What follows belongs to an exercise in optimizing a design on an open flow for small area, a short achievable clock period and few clock cycles; a production flow would make more cautious choices.
Function was checked by simulation only, so behaviour that the tests miss may differ from the original.
Power is estimated from default activity; no workload was simulated.

### flow/design.v
module chipmunk
	#(parameter addrSize = 12)
	(input clk,
	 input reset,
	 input [addrSize-1:0] startPC,
	 input [7:0] dataBus,
	 output [7:0] dataBusWrite,
	 output [addrSize-1:0] addrBus,
	 output weMem,
	 output done);
	function [8:0] add8(input [7:0] a, input [7:0] b, input ci);
		reg [7:0] g, p, gg, pp, g2, p2;
		reg [8:0] c;
		integer i, d;
		begin
			g = a & b;
			p = a ^ b;
			gg = g;
			pp = p;
			for (d = 1; d < 8; d = d * 2) begin
				g2 = gg; p2 = pp;
				for (i = d; i < 8; i = i + 1) begin
					g2[i] = gg[i] | (pp[i] & gg[i-d]);
					p2[i] = pp[i] & pp[i-d];
				end
				gg = g2; pp = p2;
			end
			c[0] = ci;
			c[8:1] = gg | (pp & {8{ci}});
			add8 = {c[8], p ^ c[7:0]};
		end
	endfunction
	function [3:0] inc4(input [3:0] a);
		inc4 = {a[3] ^ (&a[2:0]), a[2] ^ (&a[1:0]), a[1] ^ a[0], !a[0]};
	endfunction
	function [3:0] dec4(input [3:0] a);
		dec4 = {a[3] ^ !(|a[2:0]), a[2] ^ !(|a[1:0]), a[1] ^ !a[0], !a[0]};
	endfunction
	function [11:0] inc12(input [11:0] a);
		integer i;
		begin
			for (i = 0; i < 12; i = i + 1)
				inc12[i] = a[i] ^ (&(a | ~((12'd1 << i) - 12'd1)));
		end
	endfunction
	function [7:0] inc8(input [7:0] a);
		integer i;
		begin
			for (i = 0; i < 8; i = i + 1)
				inc8[i] = a[i] ^ (&(a | ~((8'd1 << i) - 8'd1)) | (i == 0));
		end
	endfunction
	function [7:0] dec8(input [7:0] a);
		integer i;
		begin
			for (i = 0; i < 8; i = i + 1)
				dec8[i] = a[i] ^ (!(|(a & ((8'd1 << i) - 8'd1))));
		end
	endfunction
	reg [7:0] aReg, xReg, yReg;
	reg [5:0] spReg;
	reg nFlag, cFlag;
	reg [7:0] zVal;               
	wire zFlag = (zVal == 8'd0);
	reg sF, sO1, sO2, sIX, sP1, sP2, sM, sW, sPL, sR1, sR2, sBD, sC1, sC2, sT, sPW;
	reg [11:0] ar;                
	reg [11:0] pc;                
	reg [7:0] ir;                 
	reg irValid;
	reg [7:0] dr;                 
	reg [3:0] hr;                 
	reg rc;                       
	reg wr;                       
	reg finished;
	reg xSelD, xSelS, xSelB, xSelH, xSelX;    
	reg xWA, xWX, xWY, xXA, xNZ, xPLP;        
	reg xCF, xCS, xCH, xCR;                   
	reg xAluX, xAluY, xSub, xUseC;
	reg wsA, wsX, wsY, wsD;
	reg pX, pY;
	assign addrBus = ar;
	assign weMem = !wr;
	assign done = finished;
	wire [5:0] f = ir[7:2];
	wire [1:0] ss = ir[1:0];
	wire iBr    = f[5:3] == 3'b111;
	wire iBsr   = f == 6'h39;
	wire iRmw   = f[5:3] == 3'b011 && f[0];
	wire iMem   = !f[5] && f[0] && f != 6'h07;       
	wire iSt    = f == 6'h21 || f == 6'h23 || f == 6'h25;
	wire iLdy   = f == 6'h28;
	wire iSty   = f == 6'h29;
	wire taken = !f[2] ? (!f[1] || (f[0] == nFlag)) :
	             (!f[1] ? (f[0] == zFlag) : (f[0] == cFlag));
	wire [5:0] bf = dataBus[7:2];
	wire [1:0] bs = dataBus[1:0];
	wire bStack = bf[5:3] == 3'b110;
	wire bRts   = bf == 6'h27;
	wire bMem   = !bf[5] && bf[0] && bf != 6'h07;
	wire bSt    = bf == 6'h21 || bf == 6'h23 || bf == 6'h25 || bf == 6'h29;
	wire bBr    = bf[5:3] == 3'b111;
	wire bPhp   = bf == 6'h30;
	wire [11:0] arInc = inc12(ar);
	wire [7:0]  spInc8 = inc8({2'b0, spReg});
	wire [7:0]  spDec8 = dec8({2'b0, spReg});
	wire [5:0]  spInc = spInc8[5:0];
	wire [5:0]  spDec = spDec8[5:0];
	wire [7:0] idx = ({8{pX}} & xReg) | ({8{pY}} & yReg);
	wire [8:0] idxLo = add8(dr, idx, 1'b0);
	wire [3:0] busHi = dataBus[3:0];
	wire [3:0] busHiInc = inc4(busHi);
	wire [11:0] idxA = {idxLo[8] ? busHiInc : busHi, idxLo[7:0]};    
	wire [8:0] ixLo = add8(dr, xReg, 1'b0);
	wire [11:0] ixSum = {ixLo[8] ? inc4(hr) : hr, ixLo[7:0]};
	wire [8:0] relLo = add8(pc[7:0], dr, 1'b0);
	wire [3:0] pcHiInc = inc4(pc[11:8]);
	wire [3:0] pcHiDec = dec4(pc[11:8]);
	wire [11:0] relT = {(relLo[8] == dr[7]) ? pc[11:8] : (relLo[8] ? pcHiInc : pcHiDec), relLo[7:0]};
	reg nF, nO1, nO2, nIX, nP1, nP2, nM, nW, nPL, nR1, nR2, nBD, nC1, nC2, nT, nPW;
	reg aInc, aPC, aSP, aSPI, aSPD, aHB, aIdx, aPtr, aHD, aRel, aHold;
	always @* begin
		{nF, nO1, nO2, nIX, nP1, nP2, nM, nW, nPL, nR1, nR2, nBD, nC1, nC2, nT, nPW} = 16'b0;
		{aInc, aPC, aSP, aSPI, aSPD, aHB, aIdx, aPtr, aHD, aRel, aHold} = 11'b0;
		if (sF) begin
			if (bRts) begin nR1 = 1'b1; aSPI = 1'b1; end
			else if (bPhp) begin nPW = 1'b1; aSP = 1'b1; end
			else if (bStack && !bf[0]) begin nW = 1'b1; aSP = 1'b1; end
			else if (bStack) begin nPL = 1'b1; aSPI = 1'b1; end
			else if (bs != 2'b00) begin nO1 = 1'b1; aInc = 1'b1; end
			else if (bMem) nM = 1'b1;                  
			else if (bSt) nW = 1'b1;                   
			else if (bBr) begin nBD = 1'b1; aInc = 1'b1; end
			else begin nF = 1'b1; aInc = 1'b1; end
		end
		if (sO1) begin
			if (ss[1]) begin nO2 = 1'b1; aInc = 1'b1; end
			else if (iMem) begin nM = 1'b1; aHB = 1'b1; end
			else if (iSt) begin nW = 1'b1; aHB = 1'b1; end
			else if (iLdy || iSty) begin nP1 = 1'b1; aHB = 1'b1; end
			else if (iBr && taken) begin
				if (iBsr) begin nC1 = 1'b1; aSP = 1'b1; end
				else begin nT = 1'b1; aHold = 1'b1; end
			end
			else begin nF = 1'b1; aInc = 1'b1; end
		end
		if (sO2) begin
			if (iMem || iSt || (iSty && ss[0])) begin
				if (iMem) nM = 1'b1; else nW = 1'b1;
				aIdx = 1'b1;
			end
			else if (!ss[0] && (iLdy || iSty)) begin
				if (iLdy) nM = 1'b1; else nW = 1'b1;
				aIdx = 1'b1;
			end
			else if (iBr && taken) begin
				if (iBsr && ss[0]) begin nIX = 1'b1; aHold = 1'b1; end
				else if (iBsr) begin nC1 = 1'b1; aSP = 1'b1; end
				else begin nF = 1'b1; aIdx = 1'b1; end
			end
			else begin nF = 1'b1; aInc = 1'b1; end
		end
		if (sIX) begin nC1 = 1'b1; aSP = 1'b1; end
		if (sP1) begin nP2 = 1'b1; aPtr = 1'b1; end
		if (sP2) begin
			if (iLdy) nM = 1'b1; else nW = 1'b1;
			aIdx = 1'b1;
		end
		if (sM) begin
			if (iRmw) begin nW = 1'b1; aHold = 1'b1; end
			else begin nF = 1'b1; aPC = 1'b1; end
		end
		if (sW || sPL) begin nF = 1'b1; aPC = 1'b1; end
		if (sPW) begin nW = 1'b1; aHold = 1'b1; end
		if (sR1) begin nR2 = 1'b1; aSPI = 1'b1; end
		if (sR2) begin nF = 1'b1; aHB = 1'b1; end
		if (sBD) begin
			if (!taken) begin nF = 1'b1; aPC = 1'b1; end
			else if (iBsr) begin nC1 = 1'b1; aSP = 1'b1; end
			else nF = 1'b1;                            
		end
		if (sC1) begin nC2 = 1'b1; aSPD = 1'b1; end
		if (sC2) begin
			if (ss == 2'b01) begin nT = 1'b1; aHold = 1'b1; end
			else begin nF = 1'b1; aHD = 1'b1; end
		end
		if (sT) begin nF = 1'b1; aRel = 1'b1; end
	end
	wire [11:0] arN = ({12{aInc}} & arInc) |
	                  ({12{aPC}}  & pc) |
	                  ({12{aSP}}  & {6'b000111, spReg}) |
	                  ({12{aSPI}} & {6'b000111, spInc}) |
	                  ({12{aSPD}} & {6'b000111, spDec}) |
	                  ({12{aHB}}  & {hr, dataBus}) |
	                  ({12{aIdx}} & idxA) |
	                  ({12{aPtr}} & {4'b0, inc8(dr)}) |
	                  ({12{aHD}}  & {hr, dr}) |
	                  ({12{aRel}} & relT);
	always @(posedge clk) begin
		if (!reset) begin
			{sF, sO1, sO2, sIX, sP1, sP2, sM, sW, sPL, sR1, sR2, sBD, sC1, sC2, sT, sPW} <= 16'h8000;
			ar <= startPC;
			wr <= 1'b0;
		end else begin
			{sF, sO1, sO2, sIX, sP1, sP2, sM, sW, sPL, sR1, sR2, sBD, sC1, sC2, sT, sPW} <=
				{nF, nO1, nO2, nIX, nP1, nP2, nM, nW, nPL, nR1, nR2, nBD, nC1, nC2, nT, nPW};
			if (!aHold)
				ar <= arN;
			wr <= nW || nC1 || nC2;
		end
	end
	always @(posedge clk) begin
		if (!reset)
			finished <= 1'b0;
		else if (sF && dataBus == 8'h83)
			finished <= 1'b1;
	end
	always @(posedge clk) begin
		if (!reset)
			irValid <= 1'b0;
		else if (sF)
			irValid <= 1'b1;
	end
	always @(posedge clk)
		if (sF || sO1 || sO2)
			pc <= arInc;
	always @(posedge clk) begin
		if (!reset)
			spReg <= 6'd63;
		else if ((sF && (bRts || (bStack && bf[0]))) || sR1)
			spReg <= spInc;
		else if (sW && (f[5:3] == 3'b110) || sC1 || sC2)
			spReg <= spDec;
	end
	always @(posedge clk) begin
		if (sF) begin
			ir <= dataBus;
			dr <= {7'b0, bf[5:3] == 3'b101 && bf[2:1] != 2'b00};
			hr <= 4'b0;
		end
		if (sO1 || sP1 || sPL)
			dr <= dataBus;
		if (sO2 || sR1)
			hr <= dataBus[3:0];
		if (sIX)
			{hr, dr} <= ixSum;
		if (sM) begin
			case (f[2:1])
				2'b00: dr <= {dataBus[6:0], cFlag};         
				2'b01: dr <= {cFlag, dataBus[7:1]};         
				2'b10: dr <= inc8(dataBus);                 
				default: dr <= dec8(dataBus);               
			endcase
			if (!iRmw)
				dr <= dataBus;
			rc <= f[1] ? dataBus[0] : dataBus[7];
		end
		if (sPW)
			dr <= {5'b0, nFlag, zFlag, cFlag};
	end
	always @(posedge clk) begin
		if (sF) begin
			xSelD <= bf[5:1] == 5'b00000 || bf[5:1] == 5'b00001 || bf[5:1] == 5'b00010 ||
			         bf == 6'h19 || bf == 6'h1B || bf == 6'h1D || bf == 6'h1F ||
			         bf == 6'h28 || bf == 6'h33 || bf == 6'h35 || bf == 6'h37;
			xSelS <= bf[5:3] == 3'b001 || bf[5:2] == 4'b0101 || bf == 6'h1C ||
			         (bf[5:3] == 3'b101 && bf[2:1] != 2'b00);
			xSelB <= bf[5:2] == 4'b0100;
			xSelH <= bf == 6'h18 || bf == 6'h1A;
			xSelX <= bf == 6'h24 || bf == 6'h26;
			xWA   <= bf[5:1] == 5'b00000 || bf[5:3] == 3'b001 || bf[5:2] == 4'b0100 ||
			         bf == 6'h18 || bf == 6'h1A || bf == 6'h24 || bf == 6'h26 ||
			         bf == 6'h28 || bf[5:1] == 5'b10101 || bf == 6'h33;
			xWX   <= bf[5:1] == 5'b00001 || bf[5:1] == 5'b10110 || bf == 6'h35;
			xWY   <= bf[5:1] == 5'b00010 || bf[5:1] == 5'b10111 || bf == 6'h37;
			xXA   <= bf == 6'h22 || bf == 6'h26;
			xNZ   <= bf[5:3] == 3'b000 && bf[2:1] != 2'b11 ||
			         bf[5:3] == 3'b001 || bf[5:2] == 4'b0100 || bf[5:2] == 4'b0101 ||
			         bf[5:2] == 4'b0110 || bf == 6'h1C || bf == 6'h1D || bf == 6'h1F ||
			         (bf[5:3] == 3'b101 && bf[2:1] != 2'b00);
			xPLP  <= bf == 6'h31;
			xCF   <= bf[5:1] == 5'b00011;
			xCS   <= bf[5:3] == 3'b001 || bf[5:2] == 4'b0101 || bf == 6'h1C;
			xCH   <= bf == 6'h18 || bf == 6'h1A;
			xCR   <= bf == 6'h19 || bf == 6'h1B;
			xAluX <= bf == 6'h16 || bf == 6'h17 || bf == 6'h2C || bf == 6'h2D;
			xAluY <= bf == 6'h1C || bf == 6'h2E || bf == 6'h2F;
			xSub  <= bf[5:2] == 4'b0101 || bf == 6'h1C || (bf[5:3] == 3'b001 && bf[1]) ||
			         (bf[5:3] == 3'b101 && bf[0]);
			xUseC <= bf[5:2] == 4'b0011;
			wsA   <= bf == 6'h21 || bf == 6'h29 || bf == 6'h32;
			wsX   <= bf == 6'h23 || bf == 6'h34;
			wsY   <= bf == 6'h25 || bf == 6'h36;
			wsD   <= bf[5:3] == 3'b011 && bf[0] || bf == 6'h30;
			pX    <= bs == 2'b11;
			pY    <= (bf == 6'h28 || bf == 6'h29) && bs != 2'b11;
		end
	end
	wire [7:0] aluL = xAluX ? xReg : (xAluY ? yReg : aReg);
	wire [8:0] sum = add8(aluL, xSub ? ~dr : dr, xUseC ? cFlag : xSub);
	wire [7:0] bitRes = ir[3] ? (aReg ^ dr) : ~(aReg | dr);
	wire [7:0] shRes = ir[3] ? {1'b0, aReg[7:1]} : {aReg[6:0], 1'b0};
	wire shC = ir[3] ? aReg[0] : aReg[7];
	wire [7:0] res = ({8{xSelD}} & dr) | ({8{xSelS}} & sum[7:0]) | ({8{xSelB}} & bitRes) |
	                 ({8{xSelH}} & shRes) | ({8{xSelX}} & xReg);
	wire ex = sF && irValid;
	always @(posedge clk) begin
		if (ex && xWA)
			aReg <= res;
		if (ex && (xWX || xXA))
			xReg <= xXA ? aReg : res;
		if (ex && xWY)
			yReg <= res;
		if (ex && xNZ) begin
			nFlag <= res[7];
			zVal <= res;
		end
		if (ex && xPLP) begin
			nFlag <= dr[2];
			zVal <= {7'b0, !dr[1]};
		end
		if (ex && (xCF || xCS || xCH || xCR || xPLP))
			cFlag <= (xCF & ir[2]) | (xCS & sum[8]) | (xCH & shC) | (xCR & rc) | (xPLP & dr[0]);
	end
	assign dataBusWrite = ({8{wsA}} & aReg) | ({8{wsX}} & xReg) | ({8{wsY}} & yReg) |
	                      ({8{wsD}} & dr) | ({8{sC1}} & pc[7:0]) | ({8{sC2}} & {4'b0, pc[11:8]});
endmodule
### flow/constraint.sdc
create_clock -name core_clock -period 5.0 [get_ports {clk}]
set_input_delay 1.0000 -clock core_clock [delete_from_list [all_inputs] [get_ports {clk}]]
set_output_delay 1.0000 -clock core_clock [all_outputs]
set_load 0.01 [all_outputs]
### flow/config.mk
export PLATFORM = sky130hd
export DESIGN_NAME = chipmunk
export DESIGN_NICKNAME = chipmunk
export VERILOG_FILES = /design/flow/design.v
export SDC_FILE = /design/flow/constraint.sdc
export NUM_CORES = 4
export LEC_CHECK = 0
export CAP_MARGIN = 20
export CORE_MARGIN = 2
export CORE_UTILIZATION = 55
export SLEW_MARGIN = 20
### flow/run.sh
#!/bin/bash
# synth_recipe.tcl (not shown) runs the flow's synth.tcl, then flattens the netlist and writes it again
# the make line also repeats each setting of config.mk as NAME=value (left out here)
make -C /OpenROAD-flow-scripts/flow DESIGN_CONFIG=/design/flow/config.mk WORK_HOME=/design/flow/orfs CLKGATE_MAP_FILE= SYNTH_SCRIPT=/design/flow/synth_recipe.tcl finish
==> impl_metrics.py, run 1 <==
metrics = {
    "run_status": {
        "status": "timing/DRC/antenna clean",
    },
    "global_route": {
        "overflow": 0,
        "grt.busiest_layer": "met2",
        "use_met3_pct": 5.59,
        "grt_pass1_wl_mm": 47.8,
        "grt_pass1_vias": 8026,
        "grt_max_degree": 41,
        "grt_use_met2_pct": 52.4,
        "grt.met1_usage_pct": 50.4,
        "antenna_found_initial": 0,
        "grt_usage_pct": 34.7,
    },
    "floorplanning": {
        "die_w_um": 135,
        "pin_count": 44,
        "die_height_um": 135,
        "die_area_mm2": 0.0182,
        "start_util_pct": 56.5,
        "fp-row-count": 47,
        "core_mm2": 0.0167,
    },
    "finish": {
        "seqCellArea_mm2": 0.00347,
        "layout-drive-gt1-share_pct": 7.33,
        "layout.cells.non_filler": 1284,
        "fillCellCount": 1486,
        "multi_input_area_mm2": 0.00543,
        "antenna_cells": 0,
        "fin_util_pct": 62.8,
        "syn2layout_area_growth_pct": 11.2,
        "final_nets": 1136,
        "final_area_mm2": 0.0105,
    },
    "clock_network": {
        "cts_num_sinks": 128,
        "cts_buffers": 17,
        "clockBufferDepth": 2,
        "cts_tree": "done",
        "clockRootBuffer": "clkbuf_16",
        "clk_pin_slew_worst_paths_ns": 0.06,
        "cts-htree-levels": 4,
        "worst_skew_pair.late_latency_ns": 0.42,
        "post_cts_buffers": 0,
        "cts_resized": 0,
        "cts_hold_buf": 0,
    },
    "sta": {
        "fmax_mhz": 287,
        "worst_slew_pin_slew_ns": 1.13,
        "fin_skew_ns": 0.00908,
        "drv_slew": 0,
        "finalSetupViolCount": 0,
        "max_slew_margin_pct": 23.9,
        "tns_ns": 0,
        "period_share_pct": 69.6,
        "rsz0062_at_grt": "false",
        "hold_viol": 0,
        "fin_crit_ns": 3.48,
    },
    "power": {
        "power_frac_comb_pct": 31.2,
        "p_seq_share_pct": 39.2,
        "clockPowerShare_pct": 29.7,
        "power_density_mw_per_mm2": 387,
        "intPower_mw": 2.58,
        "power.leakage_nw": 4.12,
        "power.net_switching_mw": 1.48,
        "ir_worst_vdd_mv": 0.237,
        "power_mw": 4.06,
        "sw_frac_of_total_pct": 36.5,
    },
    "yosys": {
        "synthArstFlopShare_pct": 0,
        "synth_seq_cells": 128,
        "synth_cells": 1049,
        "yosysMostFrequentCell": "nand2_1",
        "synth_cell_types": 73,
        "synth_edf_count": 91,
        "syn-num-nets": 1134,
        "synthTopCellsByArea": "edfxtp_1 29%, dfxtp_1 7.9%, ha_1 7.8%",
        "yosysTopAreaCellShare_pct": 29.0,
        "synth_area_mm2": 0.00943,
        "ys_seq_area_share_pct": 36.8,
        "yosysWarnings": 1,
        "yosysTopAreaCell": "edfxtp_1",
        "synth-main-ff-cell": "edfxtp_1",
        "synthTopCellsByCount": "104 x nand2_1, 91 x edfxtp_1, 79 x nor2_1, 69 x o21ai_0, 59 x ha_1",
        "syn_avg_cell_area_um2": 8.99,
    },
    "worst_setup_path": {
        "r2r-start": "xAluY",
        "cpMaxStageDelayCell": "edfxtp_1",
        "cp_max_fo": 8,
        "worst-path-buf-inv": 0,
        "critical_path.top_delay_family": "compound AO/OA/AOI/OAI gates",
        "criticalPathCategory": "register to register",
        "cpMostUsedCell": "o21ai_0",
        "startpoint_type": "register",
        "cp.required_ns": 5.29,
        "cp.arrival_ns": 3.77,
        "path_cells": "mux2i_1 -> o21ai_0 -> ha_1 -> nand3_1 -> o2111ai_1 -> a31oi_1 -> o21bai_1 -> xnor2_1 -> o21ai_0 -> mux2_2",
        "cp-end-kind": "register",
        "max_stage_delay_ns": 0.68,
        "worstSetupStartpoint": "xAluY",
    },
    "drt": {
        "drt-total-wl_mm": 31.0,
        "vias_per_cell": 6.77,
        "ant_nets": 0,
        "wl_per_cell_um": 24.1,
        "drt-initial-drc-count": 1160,
        "vias": 8696,
        "drc": 0,
        "dr.pass1.iters": 8,
    },
    "worst_hold_path": {
        "min-delay-start": "zVal[6]",
        "hold_class": "register to register",
    },
    "job": {
        "cap_violations": 0,
    },
    "placed_design": {
        "placed_cell_area_mm2": 0.00993,
        "dp.cells": 1252,
        "port_buffers": 43,
        "gp_congestion": 0.925,
        "hpwl_mm": 22.6,
    },
}
-- sequential cells by signal, summed over array words and instances (netlist names), 4 cells and up --
signal  count
aReg        8
ar         12
dr          8
hr          4
ir          8
pc         12
spReg       6
xReg        8
yReg        8
zVal        8
-- cell usage in the layout (no fill, tap or decap), types with 5 or more instances in the layout --
cell             count
a211oi_1            12
a21o_1              12
a21oi_1             52
a221o_1              7
a221oi_1            20
a222oi_1            14
a22o_1              17
a22oi_1             26
a31oi_1             17
a41oi_1              6
and2_1               6
and3_1              20
and4_1               5
buf_4               13
clkbuf_16           17
clkdlybuf4s50_1     43
dfxtp_1             36
edfxtp_1            91
ha_1                59
inv_1               54
mux2_2              15
mux2i_1             19
nand2_1            104
nand2b_1             6
nand3_1             34
nand3b_1             5
nor2_1              79
nor2b_1             15
nor3_1              25
nor4_1              13
o211ai_1            11
o21ai_0             69
o22ai_1              5
xnor2_1             28
xor2_1              24
-- power by group through the flow --
stage | registers (mW) | logic (mW) | clock network [mW]
floorplan | 1.46 | 0.931 | 0
global route | 1.60 | 1.39 | 1.25
detailed placement | 1.60 | 1.23 | 0
global placement | 1.60 | 1.22 | 0
CTS | 1.58 | 1.24 | 1.21
finish | 1.59 | 1.26 | 1.20
-- stage by stage --
stage                     hold WS, ns  setup WS (ns)
after detailed placement        0.467           1.16
after CTS                       0.485           1.57
after global placement          0.464           1.24
final                           0.484           1.52
after global routing            0.497           1.22
after floorplan                 0.434           1.98
-- worst paths after layout --
kind	to	slack, ns	depth (start not counted)
worst min register to register	zVal[6]	0.48	1
worst max-delay path	xReg[7]	1.52	10
worst min-delay path	zVal[6]	0.48	1
worst max register to register	xReg[7]	1.52	10
-- cells by family (layout without fill, tap and decap cells) --
logic type | count (synthesis) | count (layout) | share of synthesized area [%]
AO/OA/AOI/OAI | 303 | 303 | 22.5
XOR/XNOR | 52 | 52 | 4.83
adder cells (fa/ha/maj) | 64 | 64 | 8.78
buffers and inverters | 132 | 147 | 5.68
flip-flops | 128 | 128 | 36.8
multiplexers | 35 | 35 | 4.05
AND/OR/NAND/NOR | 335 | 335 | 17.3
-- per-layer routing --
layer	part of all wire (%)	routed length, um	vias to the layer above
met4	3.1	967	0
li1	-	-	3952
met5	0	0	-
met2	44	13600	538
met3	9.4	2920	77
met1	44	13500	4129
-- layout make-up --
cell class                 count  share of cell area, %
timing repair buffer          56                   5.03
multi-input combinational    789                   51.8
clock buffer                  18                   4.09
sequential                   128                   33.1
clock inverter                14                   1.25
tap                          220                   2.62
inverter                      59                   2.11
Testbench counts, summed over its fixed seeds: cycles 330,214.
==> run 2: changes to the inputs <==
--- a/flow/config.mk
+++ b/flow/config.mk
@@ -8,4 +8,5 @@
 export CAP_MARGIN = 20
 export CORE_MARGIN = 2
 export CORE_UTILIZATION = 55
+export SETUP_SLACK_MARGIN = 2.4
 export SLEW_MARGIN = 20
==> impl_metrics.py, run 2 <==
metrics = {
    "drt": {
        "wl_per_cell_um": 25.4,
        "vias_per_cell": 6.82,
        "drc": 0,
        "drt-total-wl_mm": 35.2,
        "drt-initial-drc-count": 1254,
        "ant_nets": 0,
        "vias": 9450,
        "dr.pass1.iters": 6,
    },
    "yosys": {
        "synthTopCellsByArea": "edfxtp_1 29%, dfxtp_1 7.9%, ha_1 7.8%",
        "synth_cell_types": 73,
        "syn_avg_cell_area_um2": 8.99,
        "syn-num-nets": 1134,
        "synthTopCellsByCount": "104 x nand2_1, 91 x edfxtp_1, 79 x nor2_1, 69 x o21ai_0, 59 x ha_1",
        "yosysTopAreaCell": "edfxtp_1",
        "synthArstFlopShare_pct": 0,
        "synth_area_mm2": 0.00943,
        "ys_seq_area_share_pct": 36.8,
        "yosysMostFrequentCell": "nand2_1",
        "yosysTopAreaCellShare_pct": 29.0,
        "synth_seq_cells": 128,
        "yosysWarnings": 1,
        "synth_cells": 1049,
        "synth_edf_count": 91,
        "synth-main-ff-cell": "edfxtp_1",
    },
    "clock_network": {
        "clockRootBuffer": "clkbuf_16",
        "clockBufferDepth": 2,
        "cts_tree": "done",
        "cts_num_sinks": 128,
        "clk_pin_slew_worst_paths_ns": 0.07,
        "worst_skew_pair.late_latency_ns": 0.44,
        "cts-htree-levels": 4,
        "cts_buffers": 17,
        "cts_hold_buf": 0,
    },
    "finish": {
        "fin_util_pct": 72.8,
        "antenna_cells": 0,
        "mostFrequentLayoutCells": "101 x nand2_1, 91 x edfxtp_1, 86 x buf_4, 77 x nor2_1, 55 x o21ai_0",
        "final_common_cell": "nand2_1",
        "final_nets": 1238,
        "fillCellCount": 1268,
        "layout-drive-gt1-share_pct": 25.1,
        "reg_top3": "ar: 12 flops, pc: 12 flops",
        "syn2layout_area_growth_pct": 28.8,
    },
    "worst_setup_path": {
        "max_stage_delay_ns": 0.50,
        "cpMaxStageDelayCell": "edfxtp_1",
        "rr_worst_depth": 11,
        "cp-end-kind": "register",
        "cp.required_ns": 5.18,
        "startpoint_type": "register",
        "cp.arrival_ns": 3.07,
        "criticalPathCategory": "register to register",
        "cp_max_fo": 4,
        "path_cells": "a22o_1 -> ha_2 -> inv_2 -> fa_2 -> nor2b_2 -> o2111ai_2 -> nand3_2 -> o21ai_4 -> mux2_4 -> a221oi_2 -> a21oi_1",
    },
    "placed_design": {
        "port_buffers": 43,
        "hpwl_mm": 22.6,
        "gp_congestion": 0.959,
    },
    "floorplanning": {
        "fp-row-count": 47,
        "die_w_um": 135,
        "core_mm2": 0.0167,
        "die_area_mm2": 0.0182,
        "die_height_um": 135,
        "pin_count": 44,
        "start_util_pct": 56.5,
    },
    "sta": {
        "tns_ns": 0,
        "rsz0062_at_grt": "true",
        "fmax_mhz": 346,
        "worst_slew_pin_slew_ns": 0.993,
        "finalSetupViolCount": 0,
        "drv_slew": 0,
        "period_share_pct": 57.8,
        "hold_viol": 0,
        "fin_crit_ns": 2.89,
        "max_slew_margin_pct": 33.6,
        "fin_skew_ns": 0.00916,
    },
    "run_status": {
        "status": "timing/DRC/antenna clean",
    },
    "global_route": {
        "grt_max_degree": 39,
        "grt_pass1_vias": 8453,
        "grt_pass1_wl_mm": 50.5,
        "overflow": 0,
        "grt_usage_pct": 36.9,
        "antenna_found_initial": 0,
    },
    "power": {
        "power.net_switching_mw": 1.75,
        "p_seq_share_pct": 34.1,
        "intPower_mw": 2.85,
        "power_density_mw_per_mm2": 379,
        "clockPowerShare_pct": 27.0,
        "power.leakage_nw": 4.93,
        "ir_worst_vdd_mv": 0.287,
        "sw_frac_of_total_pct": 38.1,
        "power_frac_comb_pct": 38.9,
    },
    "worst_hold_path": {
        "hold_class": "register to register",
        "holdPathStages": 2,
    },
    "job": {
        "cap_violations": 0,
    },
}
-- run 2: cell count changes in the layout (fill, tap and decap cells not counted), moves of 8 or more --
cell / change
buf_4: +73
clkdlybuf4s50_1: -17
o21ai_0: -14
buf_6: +13
buf_2: +10
ha_1: -10
buf_12: +9
a21oi_1: -8
a21oi_2: +8
a221oi_1: -8
nand3_1: -8
o21ai_1: +8
-- run 2: worst paths after layout --
check / from / endpoint / slack [ns]
max: pX / ar[9] / 2.11
max reg2reg: pX / ar[9] / 2.11
min reg2reg: irValid / irValid / 0.55
min: irValid / irValid / 0.55
-- run 2: cells by family (layout without fill, tap and decap cells) --
family / count (synthesis) / after routing / share of synthesized area [%]
and+or+nand+nor: 335 / 335 / 17.3
AOI/OAI and AO/OA: 303 / 304 / 22.5
buffers and inverters: 132 / 248 / 5.68
DFF: 128 / 128 / 36.8
adders and majority gates: 64 / 64 / 8.78
xor gates and xnor gates: 52 / 52 / 4.83
muxes: 35 / 35 / 4.05
-- run 2: layout make-up --
type	count	area (um2)	share of cell area [%]
well taps	220	275	2.27
clock inverters	15	166	1.37
inverters	59	234	1.93
clock buffers	17	425	3.50
repair buffers	157	1520	12.5
multi-input cells	790	6050	49.8
flip-flops and latches	128	3480	28.7
-- run 2: metal layers --
layer,track usage [%],part of all wire [%]
met1,51.8,39
met2,55.2,44
met3,8.56,12
met4,14.9,4.6
met5,0,0
-- run 2: worst max-delay path: cells and delay by family (launching register included) --
family,cells,cell delay (ns)
buf+inv,1,0.05
simple gates,2,0.20
fa+ha+maj,2,0.39
mux,1,0.37
flops,1,0.50
compound gates,5,1.13
-- run 2: per-stage QoR --
stage	setup WS (ns)	area (um2)	hold slack, ns	power, mW	instances
final	2.11	12200	0.545	4.61	1386
after CTS	2.16	11400	0.509	4.28	1351
after floorplan	2.16	9540	0.434	2.40	1049
after detailed placement	1.19	9970	0.471	2.83	1251
after global routing	2.04	12200	0.568	4.78	1386
after global placement	1.27	9970	0.467	2.82	1251
-- run 2: repair_timing --
action,4_1_cts,5_1_grt
pin swaps,37,49
gates cloned,4,3
gates resized for setup,144,92
endpoints found under the setup margin,85,56
buffers inserted,64,32
-- run 2: power groups by stage --
stage / combinational (mW) / sequential, mW / clock (mW)
after floorplan: 0.943 / 1.46 / 0
after global placement: 1.22 / 1.60 / 0
after detailed placement: 1.23 / 1.60 / 0
after CTS: 1.49 / 1.54 / 1.25
after global routing: 1.91 / 1.58 / 1.30
final: 1.79 / 1.57 / 1.24
==> run 3: changes to the inputs <==
--- a/flow/design.v
+++ b/flow/design.v
@@ -78,6 +78,7 @@
 	reg xAluX, xAluY, xSub, xUseC;
 	reg wsA, wsX, wsY, wsD;
 	reg pX, pY;
+	reg cx;                       
 	assign addrBus = ar;
 	assign weMem = !wr;
 	assign done = finished;
@@ -106,10 +107,10 @@
 	wire [5:0]  spInc = spInc8[5:0];
 	wire [5:0]  spDec = spDec8[5:0];
 	wire [7:0] idx = ({8{pX}} & xReg) | ({8{pY}} & yReg);
-	wire [8:0] idxLo = add8(dr, idx, 1'b0);
+	wire [8:0] idxIn = add8(dataBus, idx, 1'b0);
 	wire [3:0] busHi = dataBus[3:0];
 	wire [3:0] busHiInc = inc4(busHi);
-	wire [11:0] idxA = {idxLo[8] ? busHiInc : busHi, idxLo[7:0]};    
+	wire [11:0] idxA = {cx ? busHiInc : busHi, dr};
 	wire [8:0] ixLo = add8(dr, xReg, 1'b0);
 	wire [11:0] ixSum = {ixLo[8] ? inc4(hr) : hr, ixLo[7:0]};
 	wire [8:0] relLo = add8(pc[7:0], dr, 1'b0);
@@ -237,8 +238,12 @@
 			dr <= {7'b0, bf[5:3] == 3'b101 && bf[2:1] != 2'b00};
 			hr <= 4'b0;
 		end
-		if (sO1 || sP1 || sPL)
+		if (sO1 || sPL)
 			dr <= dataBus;
+		if ((sO1 && ss[1]) || sP1) begin
+			dr <= idxIn[7:0];
+			cx <= idxIn[8];
+		end
 		if (sO2 || sR1)
 			hr <= dataBus[3:0];
 		if (sIX)
@@ -291,7 +296,7 @@
 			wsX   <= bf == 6'h23 || bf == 6'h34;
 			wsY   <= bf == 6'h25 || bf == 6'h36;
 			wsD   <= bf[5:3] == 3'b011 && bf[0] || bf == 6'h30;
-			pX    <= bs == 2'b11;
+			pX    <= bs == 2'b11 && (bMem || bSt || (bBr && bf != 6'h39));
 			pY    <= (bf == 6'h28 || bf == 6'h29) && bs != 2'b11;
 		end
 	end
==> impl_metrics.py, run 3 <==
metrics = {
    "placed_design": {
        "gp_congestion": 0.920,
        "placed_cell_area_mm2": 0.0103,
        "hpwl_mm": 22.8,
        "port_buffers": 43,
        "dp.cells": 1272,
    },
    "drt": {
        "vias": 9608,
        "drc": 0,
        "wl_per_cell_um": 24.4,
        "drt-initial-drc-count": 1273,
        "dr.pass1.iters": 6,
        "vias_per_cell": 6.76,
        "ant_nets": 0,
        "drt-total-wl_mm": 34.7,
    },
    "clock_network": {
        "cts_buffers": 17,
        "clk_pin_slew_worst_paths_ns": 0.07,
        "cts-htree-levels": 4,
        "clockRootBuffer": "clkbuf_16",
        "cts_tree": "done",
        "worst_skew_pair.late_latency_ns": 0.43,
        "cts_hold_buf": 0,
        "cts_num_sinks": 129,
        "clockBufferDepth": 2,
    },
    "floorplanning": {
        "die_height_um": 137,
        "fp-row-count": 48,
        "start_util_pct": 56.2,
        "pin_count": 44,
        "die_w_um": 137,
        "die_area_mm2": 0.0187,
        "core_mm2": 0.0172,
    },
    "yosys": {
        "synthTopCellsByCount": "102 x nand2_1, 92 x edfxtp_1, 78 x nor2_1, 71 x a21oi_1, 59 x ha_1",
        "synth_cells": 1064,
        "synth_area_mm2": 0.00968,
        "yosysWarnings": 1,
        "yosysMostFrequentCell": "nand2_1",
        "synthTopCellsByArea": "edfxtp_1 29%, dfxtp_1 7.7%, ha_1 7.6%",
        "synth_cell_types": 81,
        "yosysTopAreaCellShare_pct": 28.5,
        "yosysTopAreaCell": "edfxtp_1",
        "ys_seq_area_share_pct": 36.2,
        "syn_avg_cell_area_um2": 9.10,
        "synth_edf_count": 92,
        "syn-num-nets": 1149,
        "synth_seq_cells": 129,
        "synth-main-ff-cell": "edfxtp_1",
        "synthArstFlopShare_pct": 0,
    },
    "global_route": {
        "grt_pass1_vias": 8548,
        "grt_max_degree": 37,
        "overflow": 0,
        "antenna_found_initial": 0,
        "grt_usage_pct": 36.3,
        "grt_pass1_wl_mm": 50.6,
    },
    "sta": {
        "hold_viol": 0,
        "finalSetupViolCount": 0,
        "worst_slew_pin_slew_ns": 1.03,
        "drv_slew": 0,
        "rsz0062_at_grt": "true",
        "fin_crit_ns": 2.78,
        "fin_skew_ns": 0.0123,
        "fmax_mhz": 359,
        "tns_ns": 0,
        "max_slew_margin_pct": 30.5,
        "period_share_pct": 55.7,
    },
    "job": {
        "cap_violations": 0,
    },
    "finish": {
        "layout.cells.non_filler": 1421,
        "seqCellArea_mm2": 0.00351,
        "antenna_cells": 0,
        "multi_input_area_mm2": 0.00633,
        "syn2layout_area_growth_pct": 29.0,
        "mostFrequentLayoutCells": "111 x buf_4, 99 x nand2_1, 92 x edfxtp_1, 75 x nor2_1, 54 x a21oi_1",
        "reg_top3": "ar: 12 flops, pc: 12 flops",
        "final_nets": 1268,
        "layout-drive-gt1-share_pct": 27.5,
        "final_common_cell": "buf_4",
        "fillCellCount": 1293,
        "fin_util_pct": 72.4,
        "final_area_mm2": 0.0125,
    },
    "worst_hold_path": {
        "hold_end": "sR2",
        "holdPathStages": 1,
        "min-delay-start": "sR1",
        "hold_class": "register to register",
    },
    "worst_setup_path": {
        "cp-end-kind": "register",
        "criticalPathCategory": "register to register",
        "crit-reg2reg-capture": "xReg[4]",
        "cp.required_ns": 5.18,
        "startpoint_type": "register",
        "rr_worst_depth": 11,
        "cpMaxStageDelayCell": "edfxtp_1",
        "max_stage_delay_ns": 0.44,
        "cp_max_fo": 3,
        "cp.arrival_ns": 2.97,
        "path_cells": "buf_4 -> mux2i_1 -> o21ai_0 -> ha_1 -> a21o_1 -> nand2_1 -> nand3b_1 -> a21oi_2 -> xor2_1 -> o221ai_2 -> mux2_2",
        "r2r_slack_ns": 2.22,
        "r2r-start": "xAluY",
    },
    "power": {
        "ir_worst_vdd_mv": 0.243,
        "power.leakage_nw": 5.04,
        "power_density_mw_per_mm2": 389,
    },
    "run_status": {
        "status": "timing/DRC/antenna clean",
    },
}
## run 3: cell types whose count changed in the layout (fill, tap and decap cells not counted), sizes merged, moves of 7 or more
cell / change
nand3: -11
nand2b: +14
a21oi: +19
nor3: -7
buf: +25
nor4: -11
mux2i: +7
inv: -10
o221ai: +7
## run 3: cells by family after synthesis
group / Yosys count / share of synthesized area (%)
buffers and inverters: 126 / 5.48
adder cells (fa/ha/maj): 63 / 8.45
flip-flops: 129 / 36.2
multiplexers: 38 / 4.20
AO/OA/AOI/OAI: 327 / 23.7
XOR/XNOR: 53 / 4.80
AND/OR/NAND/NOR: 328 / 17.1
## run 3: worst max path at each step
stage	slack, ns	startpoint	depth (start not counted)	to
5_1_grt	2.09	xAluY	11	xReg[4]
2_1_floorplan	2.22	dataBus[0]	9	dr[6]
3_5_place_dp	1.09	dataBus[5]	7	ar[10]
4_1_cts	2.29	dataBus[0]	11	dr[6]
3_3_place_gp	1.19	dataBus[0]	10	dr[7]
6_report	2.22	xAluY	11	xReg[4]
## run 3: layer usage
| metal | global-route usage, % | vias up | share of wire [%] |
|---|---|---|---|
| met2 | 55.3 | 693 | 45 |
| met5 | 0 | - | 0 |
| met3 | 7.81 | 98 | 12 |
| met4 | 12.4 | 0 | 3.0 |
| met1 | 51.2 | 4558 | 40 |
| li1 | - | 4259 | - |
## run 3: cell type report
class,count,share of cell area (%)
Inverter,50,1.71
Clock buffer,17,3.41
Clock inverter,15,1.39
Tap cell,225,2.25
Sequential cell,129,28.2
Timing Repair Buffer,175,12.3
Multi-Input combinational cell,810,50.7
## run 3: worst max-delay path: cells and delay by family (launching register included)
kind / cells / cell delay [ns]
AND/OR/NAND/NOR: 2 / 0.24
flip-flops: 1 / 0.44
multiplexers: 2 / 0.41
AO/OA/AOI/OAI: 4 / 0.73
adder cells (fa/ha/maj): 1 / 0.31
buffers and inverters: 1 / 0.18
XOR/XNOR: 1 / 0.21
## run 3: through the flow
step	total power, mW	hold WS, ns	setup WS [ns]
6_report	4.85	0.510	2.22
5_1_grt	5.04	0.534	2.09
4_1_cts	4.55	0.499	2.29
3_5_place_dp	3.04	0.471	1.09
3_3_place_gp	3.02	0.478	1.19
2_1_floorplan	2.56	0.436	2.22
## run 3: report_power, final
group	switching, mW	internal (mW)
clock network	0.587	0.678
logic	1.03	0.928
registers	0.263	1.36
## run 3: timing repair
action,4_1_cts,5_1_grt
setup endpoints to repair,93,66
buffers inserted,68,46
gates cloned,3,0
pin swaps,39,71
resized for setup,146,93
Testbench counts of run 3, summed over its fixed seeds: cycles 330,214.
==> run 4: changes to the inputs <==
--- a/flow/config.mk
+++ b/flow/config.mk
@@ -8,5 +8,5 @@
 export CAP_MARGIN = 20
 export CORE_MARGIN = 2
 export CORE_UTILIZATION = 55
-export SETUP_SLACK_MARGIN = 2.4
+export SETUP_SLACK_MARGIN = 2.8
 export SLEW_MARGIN = 20
==> impl_metrics.py, run 4 <==
metrics = {
    "run_status": {
        "status": "timing/DRC/antenna clean",
    },
    "worst_setup_path": {
        "criticalPathCategory": "register to primary output",
        "cp_max_fo": 4,
        "cp.required_ns": 4.00,
        "cp.arrival_ns": 1.74,
        "cp-end-kind": "primary output",
        "startpoint_type": "register",
    },
    "finish": {
        "fin_util_pct": 73.8,
        "final_common_cell": "buf_4",
        "fillCellCount": 1278,
        "mostFrequentLayoutCells": "103 x buf_4, 95 x nand2_1, 92 x edfxtp_1, 74 x nor2_1, 50 x a21oi_1",
        "layout.cells.non_filler": 1423,
        "syn2layout_area_growth_pct": 31.5,
        "antenna_cells": 0,
        "layout-drive-gt1-share_pct": 29.2,
        "reg_top3": "ar: 12 flops, pc: 12 flops",
        "final_nets": 1270,
    },
    "floorplanning": {
        "die_area_mm2": 0.0187,
        "fp-row-count": 48,
        "pin_count": 44,
        "core_mm2": 0.0172,
        "die_height_um": 137,
        "start_util_pct": 56.2,
        "die_w_um": 137,
    },
    "sta": {
        "max_slew_margin_pct": 39.4,
        "finalWorstSetupSlack_ns": 2.26,
        "worst_slew_pin_slew_ns": 0.908,
        "finalSetupViolCount": 0,
        "fin_crit_ns": 2.74,
        "fmax_mhz": 365,
        "fin_skew_ns": 0.0120,
        "rsz0062_at_grt": "true",
        "period_share_pct": 54.8,
        "tns_ns": 0,
        "hold_viol": 0,
        "drv_slew": 0,
    },
    "worst_hold_path": {
        "hold_class": "register to register",
    },
    "clock_network": {
        "clk_pin_slew_worst_paths_ns": 0.07,
        "cts_num_sinks": 129,
        "clockRootBuffer": "clkbuf_16",
        "cts_hold_buf": 0,
        "cts-htree-levels": 4,
        "cts_buffers": 17,
        "clockBufferDepth": 2,
        "cts_tree": "done",
        "worst_skew_pair.late_latency_ns": 0.44,
    },
    "yosys": {
        "yosysTopAreaCell": "edfxtp_1",
        "syn_avg_cell_area_um2": 9.10,
        "syn-num-nets": 1149,
        "synth-main-ff-cell": "edfxtp_1",
        "yosysTopAreaCellShare_pct": 28.5,
        "synthTopCellsByArea": "edfxtp_1 29%, dfxtp_1 7.7%, ha_1 7.6%",
        "synth_cells": 1064,
        "synthTopCellsByCount": "102 x nand2_1, 92 x edfxtp_1, 78 x nor2_1, 71 x a21oi_1, 59 x ha_1",
        "ys_seq_area_share_pct": 36.2,
        "yosysMostFrequentCell": "nand2_1",
        "synth_cell_types": 81,
        "yosysWarnings": 1,
        "synthArstFlopShare_pct": 0,
        "synth_edf_count": 92,
        "synth_seq_cells": 129,
        "synth_area_mm2": 0.00968,
    },
    "placed_design": {
        "gp_congestion": 0.919,
        "hpwl_mm": 22.8,
        "pre_cts_ws_ns": 1.23,
        "port_buffers": 43,
        "dp.cells": 1275,
    },
    "global_route": {
        "grt_pass1_wl_mm": 50.8,
        "antenna_found_initial": 0,
        "overflow": 0,
        "grt_max_degree": 38,
        "grt_pass1_vias": 8797,
        "grt_usage_pct": 36.4,
    },
    "power": {
        "power.leakage_nw": 5.11,
        "power_density_mw_per_mm2": 387,
        "ir_worst_vdd_mv": 0.272,
        "power_mw": 4.92,
    },
    "drt": {
        "dr.pass1.iters": 8,
        "drc": 0,
        "wl_per_cell_um": 23.9,
        "drt-total-wl_mm": 33.9,
        "ant_nets": 0,
        "vias": 9402,
        "drt-initial-drc-count": 1184,
        "vias_per_cell": 6.61,
    },
    "job": {
        "cap_violations": 0,
    },
}
run 4: cell counts after synthesis:
Identical to the previous run, type by type.
run 4: per-layer routing:
metal  wire length, um  track usage [%]
met5                 0                0
met3              3420             7.63
met4              1090             12.7
met1             14300             51.1
met2             15100             55.5
run 4: layout make-up:
class                           count  area (um2)  share of cell area, %
Clock buffer                       17         425                   3.34
Inverter                           50         218                   1.71
Multi-Input combinational cell    810        6500                   51.1
Timing Repair Buffer              177        1600                   12.6
Sequential cell                   129        3510                   27.6
Tap cell                          225         282                   2.21
Clock inverter                     15         188                   1.47
run 4: through the flow:
stage	hold slack, ns	area [um2]
2_1_floorplan	0.436	10100
3_3_place_gp	0.474	10500
3_5_place_dp	0.476	10500
4_1_cts	0.502	12200
5_1_grt	0.532	12700
6_report	0.516	12700
run 4: worst max-delay path, stage by stage (launching register included):
cell	delay (ns)
edfxtp_1	0.51
buf_6	0.18
a222oi_1	0.34
nand2_1	0.12
buf_2	0.15
run 4: cells by family after synthesis:
family	Yosys count	synth area share, %
buf+inv	126	5.48
simple gates	328	17.1
xor+xnor	53	4.80
compound gates	327	23.7
mux	38	4.20
fa+ha+maj	63	8.45
flops	129	36.2
run 4: worst paths after layout:
path                            startpoint              end  slack [ns]  cells past startpoint
worst max-delay path                   wsD  dataBusWrite[4]        2.26                      4
worst min register to register         sR1              sR2        0.52                      1
worst min-delay path                   sR1              sR2        0.52                      1
worst max register to register       xAluY          xReg[6]        2.30                     12
run 4: where the power goes:
group,internal (mW),switching (mW),leakage (nW)
Combinational,0.974,1.05,3.59
Clock,0.679,0.604,0.295
Sequential,1.36,0.253,1.23
Total,3.02,1.91,5.11
run 4: timing repair:
| item | 4_1_cts | 5_1_grt |
|---|---|---|
| setup buffers | 87 | 27 |
| resized for setup | 189 | 75 |
| gates cloned | 2 | 0 |
| pin swaps | 66 | 52 |
| setup endpoints to repair | 138 | 95 |
==> run 5: changes to the inputs <==
--- a/flow/design.v
+++ b/flow/design.v
@@ -72,9 +72,6 @@
 	reg rc;                       
 	reg wr;                       
 	reg finished;
-	reg xSelD, xSelS, xSelB, xSelH, xSelX;    
-	reg xWA, xWX, xWY, xXA, xNZ, xPLP;        
-	reg xCF, xCS, xCH, xCR;                   
 	reg xAluX, xAluY, xSub, xUseC;
 	reg wsA, wsX, wsY, wsD;
 	reg pX, pY;
@@ -264,29 +261,6 @@
 	end
 	always @(posedge clk) begin
 		if (sF) begin
-			xSelD <= bf[5:1] == 5'b00000 || bf[5:1] == 5'b00001 || bf[5:1] == 5'b00010 ||
-			         bf == 6'h19 || bf == 6'h1B || bf == 6'h1D || bf == 6'h1F ||
-			         bf == 6'h28 || bf == 6'h33 || bf == 6'h35 || bf == 6'h37;
-			xSelS <= bf[5:3] == 3'b001 || bf[5:2] == 4'b0101 || bf == 6'h1C ||
-			         (bf[5:3] == 3'b101 && bf[2:1] != 2'b00);
-			xSelB <= bf[5:2] == 4'b0100;
-			xSelH <= bf == 6'h18 || bf == 6'h1A;
-			xSelX <= bf == 6'h24 || bf == 6'h26;
-			xWA   <= bf[5:1] == 5'b00000 || bf[5:3] == 3'b001 || bf[5:2] == 4'b0100 ||
-			         bf == 6'h18 || bf == 6'h1A || bf == 6'h24 || bf == 6'h26 ||
-			         bf == 6'h28 || bf[5:1] == 5'b10101 || bf == 6'h33;
-			xWX   <= bf[5:1] == 5'b00001 || bf[5:1] == 5'b10110 || bf == 6'h35;
-			xWY   <= bf[5:1] == 5'b00010 || bf[5:1] == 5'b10111 || bf == 6'h37;
-			xXA   <= bf == 6'h22 || bf == 6'h26;
-			xNZ   <= bf[5:3] == 3'b000 && bf[2:1] != 2'b11 ||
-			         bf[5:3] == 3'b001 || bf[5:2] == 4'b0100 || bf[5:2] == 4'b0101 ||
-			         bf[5:2] == 4'b0110 || bf == 6'h1C || bf == 6'h1D || bf == 6'h1F ||
-			         (bf[5:3] == 3'b101 && bf[2:1] != 2'b00);
-			xPLP  <= bf == 6'h31;
-			xCF   <= bf[5:1] == 5'b00011;
-			xCS   <= bf[5:3] == 3'b001 || bf[5:2] == 4'b0101 || bf == 6'h1C;
-			xCH   <= bf == 6'h18 || bf == 6'h1A;
-			xCR   <= bf == 6'h19 || bf == 6'h1B;
 			xAluX <= bf == 6'h16 || bf == 6'h17 || bf == 6'h2C || bf == 6'h2D;
 			xAluY <= bf == 6'h1C || bf == 6'h2E || bf == 6'h2F;
 			xSub  <= bf[5:2] == 4'b0101 || bf == 6'h1C || (bf[5:3] == 3'b001 && bf[1]) ||
@@ -300,6 +274,29 @@
 			pY    <= (bf == 6'h28 || bf == 6'h29) && bs != 2'b11;
 		end
 	end
+	wire xSelD = f[5:1] == 5'b00000 || f[5:1] == 5'b00001 || f[5:1] == 5'b00010 ||
+	           f == 6'h19 || f == 6'h1B || f == 6'h1D || f == 6'h1F ||
+	           f == 6'h28 || f == 6'h33 || f == 6'h35 || f == 6'h37;
+	wire xSelS = f[5:3] == 3'b001 || f[5:2] == 4'b0101 || f == 6'h1C ||
+	           (f[5:3] == 3'b101 && f[2:1] != 2'b00);
+	wire xSelB = f[5:2] == 4'b0100;
+	wire xSelH = f == 6'h18 || f == 6'h1A;
+	wire xSelX = f == 6'h24 || f == 6'h26;
+	wire xWA = f[5:1] == 5'b00000 || f[5:3] == 3'b001 || f[5:2] == 4'b0100 ||
+	           f == 6'h18 || f == 6'h1A || f == 6'h24 || f == 6'h26 ||
+	           f == 6'h28 || f[5:1] == 5'b10101 || f == 6'h33;
+	wire xWX = f[5:1] == 5'b00001 || f[5:1] == 5'b10110 || f == 6'h35;
+	wire xWY = f[5:1] == 5'b00010 || f[5:1] == 5'b10111 || f == 6'h37;
+	wire xXA = f == 6'h22 || f == 6'h26;
+	wire xNZ = f[5:3] == 3'b000 && f[2:1] != 2'b11 ||
+	           f[5:3] == 3'b001 || f[5:2] == 4'b0100 || f[5:2] == 4'b0101 ||
+	           f[5:2] == 4'b0110 || f == 6'h1C || f == 6'h1D || f == 6'h1F ||
+	           (f[5:3] == 3'b101 && f[2:1] != 2'b00);
+	wire xPLP = f == 6'h31;
+	wire xCF = f[5:1] == 5'b00011;
+	wire xCS = f[5:3] == 3'b001 || f[5:2] == 4'b0101 || f == 6'h1C;
+	wire xCH = f == 6'h18 || f == 6'h1A;
+	wire xCR = f == 6'h19 || f == 6'h1B;
 	wire [7:0] aluL = xAluX ? xReg : (xAluY ? yReg : aReg);
 	wire [8:0] sum = add8(aluL, xSub ? ~dr : dr, xUseC ? cFlag : xSub);
 	wire [7:0] bitRes = ir[3] ? (aReg ^ dr) : ~(aReg | dr);
--- a/flow/config.mk
+++ b/flow/config.mk
@@ -8,5 +8,5 @@
 export CAP_MARGIN = 20
 export CORE_MARGIN = 2
 export CORE_UTILIZATION = 55
-export SETUP_SLACK_MARGIN = 2.8
+export SETUP_SLACK_MARGIN = 2.2
 export SLEW_MARGIN = 20
==> impl_metrics.py, run 5 <==
metrics = {
    "drt": {
        "vias": 9768,
        "highest_layer": "met4",
        "routed-wl-met3_mm": 3.80,
        "drt-total-wl_mm": 36.4,
        "dr_wl_met2_mm": 16.3,
        "wl_met1_mm": 14.3,
        "ant_nets": 0,
        "dr.pass1.iters": 7,
        "vias_per_cell": 6.77,
        "drt-initial-drc-count": 1237,
        "drc": 0,
        "wl_per_cell_um": 25.3,
    },
    "yosys": {
        "synth-main-ff-cell": "edfxtp_1",
        "syn_avg_cell_area_um2": 8.60,
        "synth_edf_count": 78,
        "syn-num-nets": 1201,
        "synthArstFlopShare_pct": 0,
        "yosysTopAreaCellShare_pct": 24.4,
        "synthTopCellsByArea": "edfxtp_1 24%, dfxtp_1 7.7%, ha_1 7.7%",
        "synth_area_mm2": 0.00960,
        "ys_seq_area_share_pct": 32.1,
        "yosysMostFrequentCell": "nand2_1",
        "yosysTopAreaCell": "edfxtp_1",
        "synthTopCellsByCount": "121 x nand2_1, 78 x edfxtp_1, 73 x nor2_1, 72 x o21ai_0, 61 x a21oi_1",
        "yosysWarnings": 1,
        "synth_seq_cells": 115,
        "synth_cell_types": 87,
        "synth_cells": 1116,
    },
    "clock_network": {
        "clk_pin_slew_worst_paths_ns": 0.06,
        "cts_tree": "done",
        "cts-htree-levels": 4,
        "clockBufferDepth": 2,
        "cts_buffers": 17,
        "worst_skew_pair.late_latency_ns": 0.43,
        "clockRootBuffer": "clkbuf_16",
        "cts_num_sinks": 115,
    },
    "sta": {
        "period_share_pct": 56.8,
        "finalSetupViolCount": 0,
        "holdWs_ns": 0.473,
        "fin_crit_ns": 2.84,
        "fmax_mhz": 352,
        "rsz0062_at_grt": "true",
        "hold_viol": 0,
        "tns_ns": 0,
        "worst_slew_pin_slew_ns": 1.12,
        "max_slew_margin_pct": 24.8,
        "fin_skew_ns": 0.0117,
        "drv_slew": 0,
    },
    "floorplanning": {
        "die_height_um": 136,
        "die_w_um": 136,
        "die_area_mm2": 0.0185,
        "fp-row-count": 48,
        "core_mm2": 0.0172,
        "start_util_pct": 55.9,
        "pin_count": 44,
    },
    "power": {
        "power_frac_comb_pct": 37.4,
        "clockPowerShare_pct": 31.1,
        "power_density_mw_per_mm2": 375,
        "power.net_switching_mw": 1.62,
        "p_seq_share_pct": 31.5,
        "power.leakage_nw": 4.76,
        "intPower_mw": 2.84,
        "sw_frac_of_total_pct": 36.3,
        "ir_worst_vdd_mv": 0.389,
    },
    "global_route": {
        "grt_max_degree": 32,
        "grt_usage_pct": 39.5,
        "overflow": 0,
        "antenna_found_initial": 0,
        "grt_pass1_wl_mm": 54.1,
        "grt_pass1_vias": 9093,
    },
    "placed_design": {
        "hpwl_mm": 24.7,
        "port_buffers": 43,
        "gp_congestion": 0.983,
    },
    "worst_setup_path": {
        "cp_max_fo": 7,
        "cp-end-kind": "register",
        "cp.arrival_ns": 2.99,
        "cp.required_ns": 5.15,
        "criticalPathCategory": "register to register",
        "startpoint_type": "register",
    },
    "run_status": {
        "status": "timing/DRC/antenna clean",
    },
    "finish": {
        "fillCellCount": 1426,
        "antenna_cells": 0,
        "reg_top3": "ar: 12 flops, pc: 12 flops",
        "syn2layout_area_growth_pct": 23.9,
        "final_common_cell": "nand2_1",
        "final_nets": 1289,
        "fin_util_pct": 69.2,
        "layout-drive-gt1-share_pct": 19.6,
        "mostFrequentLayoutCells": "115 x nand2_1, 86 x buf_4, 78 x edfxtp_1, 69 x nor2_1, 65 x o21ai_0",
    },
    "worst_hold_path": {
        "hold_class": "register to register",
    },
    "job": {
        "cap_violations": 0,
    },
}
[run 5: path summary, 6_finish.rpt]
check	cells after the start	to	slack [ns]	startpoint
worst max register to register	9	ar[10]	2.16	ir[4]
worst min-delay path	2	finished	0.47	finished
worst max-delay path	9	ar[10]	2.16	ir[4]
worst min register to register	2	finished	0.47	finished
[run 5: cell type report]
cell class	count	area (um2)	share of cell area (%)
timing repair buffer	149	1390	11.6
multi-input combinational	868	6280	52.9
inverter	53	203	1.70
clock buffer	19	443	3.72
clock inverter	13	206	1.74
sequential	115	3090	26.0
tap	225	282	2.37
[run 5: critical path, cell delays in order, from the launching register on]
cell      delay (ns)
edfxtp_1        0.48
buf_12          0.18
or3b_4          0.36
a32oi_2         0.26
nor4_4          0.09
or2_1           0.27
a311o_2         0.49
buf_12          0.18
a22oi_2         0.14
a31oi_1         0.11
[run 5: routing by layer]
| metal | vias up | GRT usage [%] |
|---|---|---|
| li1 | 4383 | - |
| met1 | 4543 | 51.1 |
| met2 | 700 | 61.9 |
| met3 | 142 | 9.10 |
| met4 | 0 | 20.1 |
| met5 | - | 0 |
[run 5: through the flow]
step	area (um2)	power, mW	std cells	setup WS (ns)
floorplan	9620	2.35	1116	2.20
global placement	10200	2.79	1327	0.912
detailed placement	10200	2.80	1327	0.831
CTS	11600	4.33	1422	2.17
global route	11900	4.65	1442	2.05
finish	11900	4.46	1442	2.16
[run 5: logic make-up after synthesis]
logic type / count (synthesis) / share of synthesized area [%]
AOI/OAI and AO/OA: 347 / 25.4
xor gates and xnor gates: 47 / 4.29
adders and majority gates: 63 / 8.52
buffers and inverters: 133 / 5.72
DFF: 115 / 32.1
muxes: 43 / 4.97
and+or+nand+nor: 368 / 19.0
[run 5: power by group through the flow]
| stage | registers [mW] | logic (mW) | clock network [mW] |
|---|---|---|---|
| 2_1_floorplan | 1.31 | 1.04 | 0 |
| 3_3_place_gp | 1.46 | 1.33 | 0 |
| 3_5_place_dp | 1.46 | 1.35 | 0 |
| 4_1_cts | 1.40 | 1.55 | 1.39 |
| 5_1_grt | 1.41 | 1.81 | 1.43 |
| 6_report | 1.40 | 1.67 | 1.39 |
[run 5: what timing repair did]
action,CTS,global route
endpoints found under the setup margin,87,52
endpoints found under the hold margin,0,0
pin swaps,25,20
hold buffers,0,0
buffers inserted,59,19
cloned,4,1
resized for setup,82,52
Testbench counts of run 5, summed over its fixed seeds: cycles 330,214.
==> run 6: changes to the inputs <==
--- a/flow/design.v
+++ b/flow/design.v
@@ -62,7 +62,7 @@
 	reg nFlag, cFlag;
 	reg [7:0] zVal;               
 	wire zFlag = (zVal == 8'd0);
-	reg sF, sO1, sO2, sIX, sP1, sP2, sM, sW, sPL, sR1, sR2, sBD, sC1, sC2, sT, sPW;
+	reg sF, sO1, sO2, sP1, sP2, sM, sW, sPL, sR1, sR2, sBD, sC1, sC2, sT, sPW;
 	reg [11:0] ar;                
 	reg [11:0] pc;                
 	reg [7:0] ir;                 
@@ -108,16 +108,14 @@
 	wire [3:0] busHi = dataBus[3:0];
 	wire [3:0] busHiInc = inc4(busHi);
 	wire [11:0] idxA = {cx ? busHiInc : busHi, dr};
-	wire [8:0] ixLo = add8(dr, xReg, 1'b0);
-	wire [11:0] ixSum = {ixLo[8] ? inc4(hr) : hr, ixLo[7:0]};
 	wire [8:0] relLo = add8(pc[7:0], dr, 1'b0);
 	wire [3:0] pcHiInc = inc4(pc[11:8]);
 	wire [3:0] pcHiDec = dec4(pc[11:8]);
 	wire [11:0] relT = {(relLo[8] == dr[7]) ? pc[11:8] : (relLo[8] ? pcHiInc : pcHiDec), relLo[7:0]};
-	reg nF, nO1, nO2, nIX, nP1, nP2, nM, nW, nPL, nR1, nR2, nBD, nC1, nC2, nT, nPW;
+	reg nF, nO1, nO2, nP1, nP2, nM, nW, nPL, nR1, nR2, nBD, nC1, nC2, nT, nPW;
 	reg aInc, aPC, aSP, aSPI, aSPD, aHB, aIdx, aPtr, aHD, aRel, aHold;
 	always @* begin
-		{nF, nO1, nO2, nIX, nP1, nP2, nM, nW, nPL, nR1, nR2, nBD, nC1, nC2, nT, nPW} = 16'b0;
+		{nF, nO1, nO2, nP1, nP2, nM, nW, nPL, nR1, nR2, nBD, nC1, nC2, nT, nPW} = 15'b0;
 		{aInc, aPC, aSP, aSPI, aSPD, aHB, aIdx, aPtr, aHD, aRel, aHold} = 11'b0;
 		if (sF) begin
 			if (bRts) begin nR1 = 1'b1; aSPI = 1'b1; end
@@ -151,13 +149,11 @@
 				aIdx = 1'b1;
 			end
 			else if (iBr && taken) begin
-				if (iBsr && ss[0]) begin nIX = 1'b1; aHold = 1'b1; end
-				else if (iBsr) begin nC1 = 1'b1; aSP = 1'b1; end
+				if (iBsr) begin nC1 = 1'b1; aSP = 1'b1; end
 				else begin nF = 1'b1; aIdx = 1'b1; end
 			end
 			else begin nF = 1'b1; aInc = 1'b1; end
 		end
-		if (sIX) begin nC1 = 1'b1; aSP = 1'b1; end
 		if (sP1) begin nP2 = 1'b1; aPtr = 1'b1; end
 		if (sP2) begin
 			if (iLdy) nM = 1'b1; else nW = 1'b1;
@@ -195,12 +191,12 @@
 	                  ({12{aRel}} & relT);
 	always @(posedge clk) begin
 		if (!reset) begin
-			{sF, sO1, sO2, sIX, sP1, sP2, sM, sW, sPL, sR1, sR2, sBD, sC1, sC2, sT, sPW} <= 16'h8000;
+			{sF, sO1, sO2, sP1, sP2, sM, sW, sPL, sR1, sR2, sBD, sC1, sC2, sT, sPW} <= 15'h4000;
 			ar <= startPC;
 			wr <= 1'b0;
 		end else begin
-			{sF, sO1, sO2, sIX, sP1, sP2, sM, sW, sPL, sR1, sR2, sBD, sC1, sC2, sT, sPW} <=
-				{nF, nO1, nO2, nIX, nP1, nP2, nM, nW, nPL, nR1, nR2, nBD, nC1, nC2, nT, nPW};
+			{sF, sO1, sO2, sP1, sP2, sM, sW, sPL, sR1, sR2, sBD, sC1, sC2, sT, sPW} <=
+				{nF, nO1, nO2, nP1, nP2, nM, nW, nPL, nR1, nR2, nBD, nC1, nC2, nT, nPW};
 			if (!aHold)
 				ar <= arN;
 			wr <= nW || nC1 || nC2;
@@ -241,10 +237,10 @@
 			dr <= idxIn[7:0];
 			cx <= idxIn[8];
 		end
-		if (sO2 || sR1)
+		if (sO2)
+			hr <= idxA[11:8];
+		if (sR1)
 			hr <= dataBus[3:0];
-		if (sIX)
-			{hr, dr} <= ixSum;
 		if (sM) begin
 			case (f[2:1])
 				2'b00: dr <= {dataBus[6:0], cFlag};         
@@ -270,7 +266,7 @@
 			wsX   <= bf == 6'h23 || bf == 6'h34;
 			wsY   <= bf == 6'h25 || bf == 6'h36;
 			wsD   <= bf[5:3] == 3'b011 && bf[0] || bf == 6'h30;
-			pX    <= bs == 2'b11 && (bMem || bSt || (bBr && bf != 6'h39));
+			pX    <= bs == 2'b11 && (bMem || bSt || bBr);
 			pY    <= (bf == 6'h28 || bf == 6'h29) && bs != 2'b11;
 		end
 	end
--- a/flow/config.mk
+++ b/flow/config.mk
@@ -8,5 +8,5 @@
 export CAP_MARGIN = 20
 export CORE_MARGIN = 2
 export CORE_UTILIZATION = 55
-export SETUP_SLACK_MARGIN = 2.2
+export SETUP_SLACK_MARGIN = 2.8
 export SLEW_MARGIN = 20
==> impl_metrics.py, run 6 <==
metrics = {
    "run_status": {
        "status": "timing/DRC/antenna clean",
    },
    "sta": {
        "finalSetupViolCount": 0,
        "fmax_mhz": 333,
        "worst_slew_pin_slew_ns": 0.850,
        "fin_skew_ns": 0.0144,
        "finalWorstSetupSlack_ns": 2.00,
        "tns_ns": 0,
        "period_share_pct": 60.0,
        "hold_viol": 0,
        "max_slew_margin_pct": 43.2,
    },
    "power": {
        "power_frac_comb_pct": 45.4,
        "power_density_mw_per_mm2": 358,
        "intPower_mw": 2.88,
        "power.net_switching_mw": 1.79,
    },
    "worst_setup_path": {
        "critical_path.top_delay_family": "compound AO/OA/AOI/OAI gates",
        "criticalPathCategory": "register to register",
        "cpMaxStageDelayCell": "edfxtp_1",
        "worst-path-buf-inv": 3,
    },
    "floorplanning": {
        "die_area_mm2": 0.0172,
    },
    "placed_design": {
        "port_buffers": 43,
        "placed_cell_area_mm2": 0.00963,
        "pre_cts_ws_ns": 1.09,
        "gp_congestion": 0.989,
    },
    "finish": {
        "final_area_mm2": 0.0130,
        "antenna_cells": 0,
        "layout-drive-gt1-share_pct": 37.4,
        "mostFrequentLayoutCells": "140 x buf_4, 95 x nand2_1, 78 x edfxtp_1, 62 x nor2_1, 46 x inv_1",
    },
    "yosys": {
        "yosysWarnings": 1,
        "synth-main-ff-cell": "edfxtp_1",
        "yosysTopAreaCellShare_pct": 26.3,
        "synth_cells": 1024,
        "yosysMostFrequentCell": "nand2_1",
        "ys_seq_area_share_pct": 34.4,
        "synth_seq_cells": 114,
    },
    "clock_network": {
        "cts_num_sinks": 114,
        "clockRootBuffer": "clkbuf_16",
        "worst_skew_pair.late_latency_ns": 0.43,
        "cts-htree-levels": 4,
        "cts_hold_buf": 0,
        "clk_pin_slew_worst_paths_ns": 0.06,
        "clockBufferDepth": 2,
    },
    "drt": {
        "dr.pass1.iters": 8,
        "ant_nets": 0,
        "drc": 0,
        "wl_per_cell_um": 27.8,
    },
    "worst_hold_path": {
        "hold_class": "register to register",
    },
    "global_route": {
        "grt_usage_pct": 43.5,
        "grt_pass1_wl_mm": 57.0,
    },
    "job": {
        "cap_violations": 0,
    },
}
run 6: layer usage:
layer | GRT usage, % | part of all wire [%] | vias to the layer above
li1 | - | - | 4254
met1 | 57.6 | 35 | 4798
met2 | 65.6 | 42 | 1019
met3 | 9.45 | 14 | 246
met4 | 25.7 | 8.0 | 0
met5 | 0 | 0 | -
run 6: kinds of logic after synthesis:
group,count (synthesis),synth area share [%]
buffers and inverters,134,6.04
AND/OR/NAND/NOR,333,18.3
AO/OA/AOI/OAI,307,24.5
XOR/XNOR,44,4.33
adder cells (fa/ha/maj),52,7.56
flip-flops,114,34.4
multiplexers,40,4.82
run 6: path summary, 6_finish.rpt:
check,from,end,depth (start not counted)
setup / recovery,xAluY,xReg[4],12
hold / removal,zVal[1],zVal[1],2
setup reg to reg,xAluY,xReg[4],12
hold reg to reg,zVal[1],zVal[1],2
run 6: final cells by class:
type / count / area (um2) / share of cell area (%)
Multi-Input combinational cell: 779 / 6500 / 49.9
Sequential cell: 114 / 3070 / 23.6
Timing Repair Buffer: 247 / 2420 / 18.6
Clock buffer: 23 / 458 / 3.51
Tap cell: 216 / 270 / 2.07
Inverter: 56 / 228 / 1.75
Clock inverter: 9 / 85.1 / 0.653
run 6: timing repair:
action,4_1_cts,5_1_grt
cloned,7,1
setup endpoints to repair,146,97
gates resized for setup,235,137
pin swaps,67,73
hold endpoints to repair,0,0
setup buffers,128,56
run 6: worst reg2reg max path, stage by stage (launching register included):
cell,delay [ns]
edfxtp_1,0.41
buf_12,0.16
mux2i_2,0.15
o21ai_2,0.19
ha_1,0.28
and3_4,0.20
buf_6,0.12
a2111oi_4,0.37
o21bai_1,0.16
xor2_1,0.20
a221o_1,0.37
inv_2,0.09
a21oi_2,0.05
run 6: power groups by stage:
| stage | clock network [mW] | registers (mW) | logic [mW] |
|---|---|---|---|
| after floorplan | 0 | 1.29 | 0.963 |
| after global placement | 0 | 1.44 | 1.20 |
| after detailed placement | 0 | 1.44 | 1.24 |
| after CTS | 1.15 | 1.37 | 1.68 |
| after global routing | 1.20 | 1.39 | 2.21 |
| final | 1.16 | 1.39 | 2.12 |
run 6: per-stage QoR:
stage	hold slack (ns)	util, %
floorplan	0.437	-
global placement	0.449	60.9
detailed placement	0.462	60.9
CTS	0.506	75.3
global route	0.522	82.3
finish	0.505	82.3
Testbench counts of run 6, summed over its fixed seeds: cycles 330,214.

Setup slack of run 6, layout unchanged: 1.998 ns with ideal ports, 1.998 ns with driving cells assumed (clock clkbuf_16, inputs buf_2), 1.909 ns with port delays also shifted by the 0.472 ns mid clock arrival.
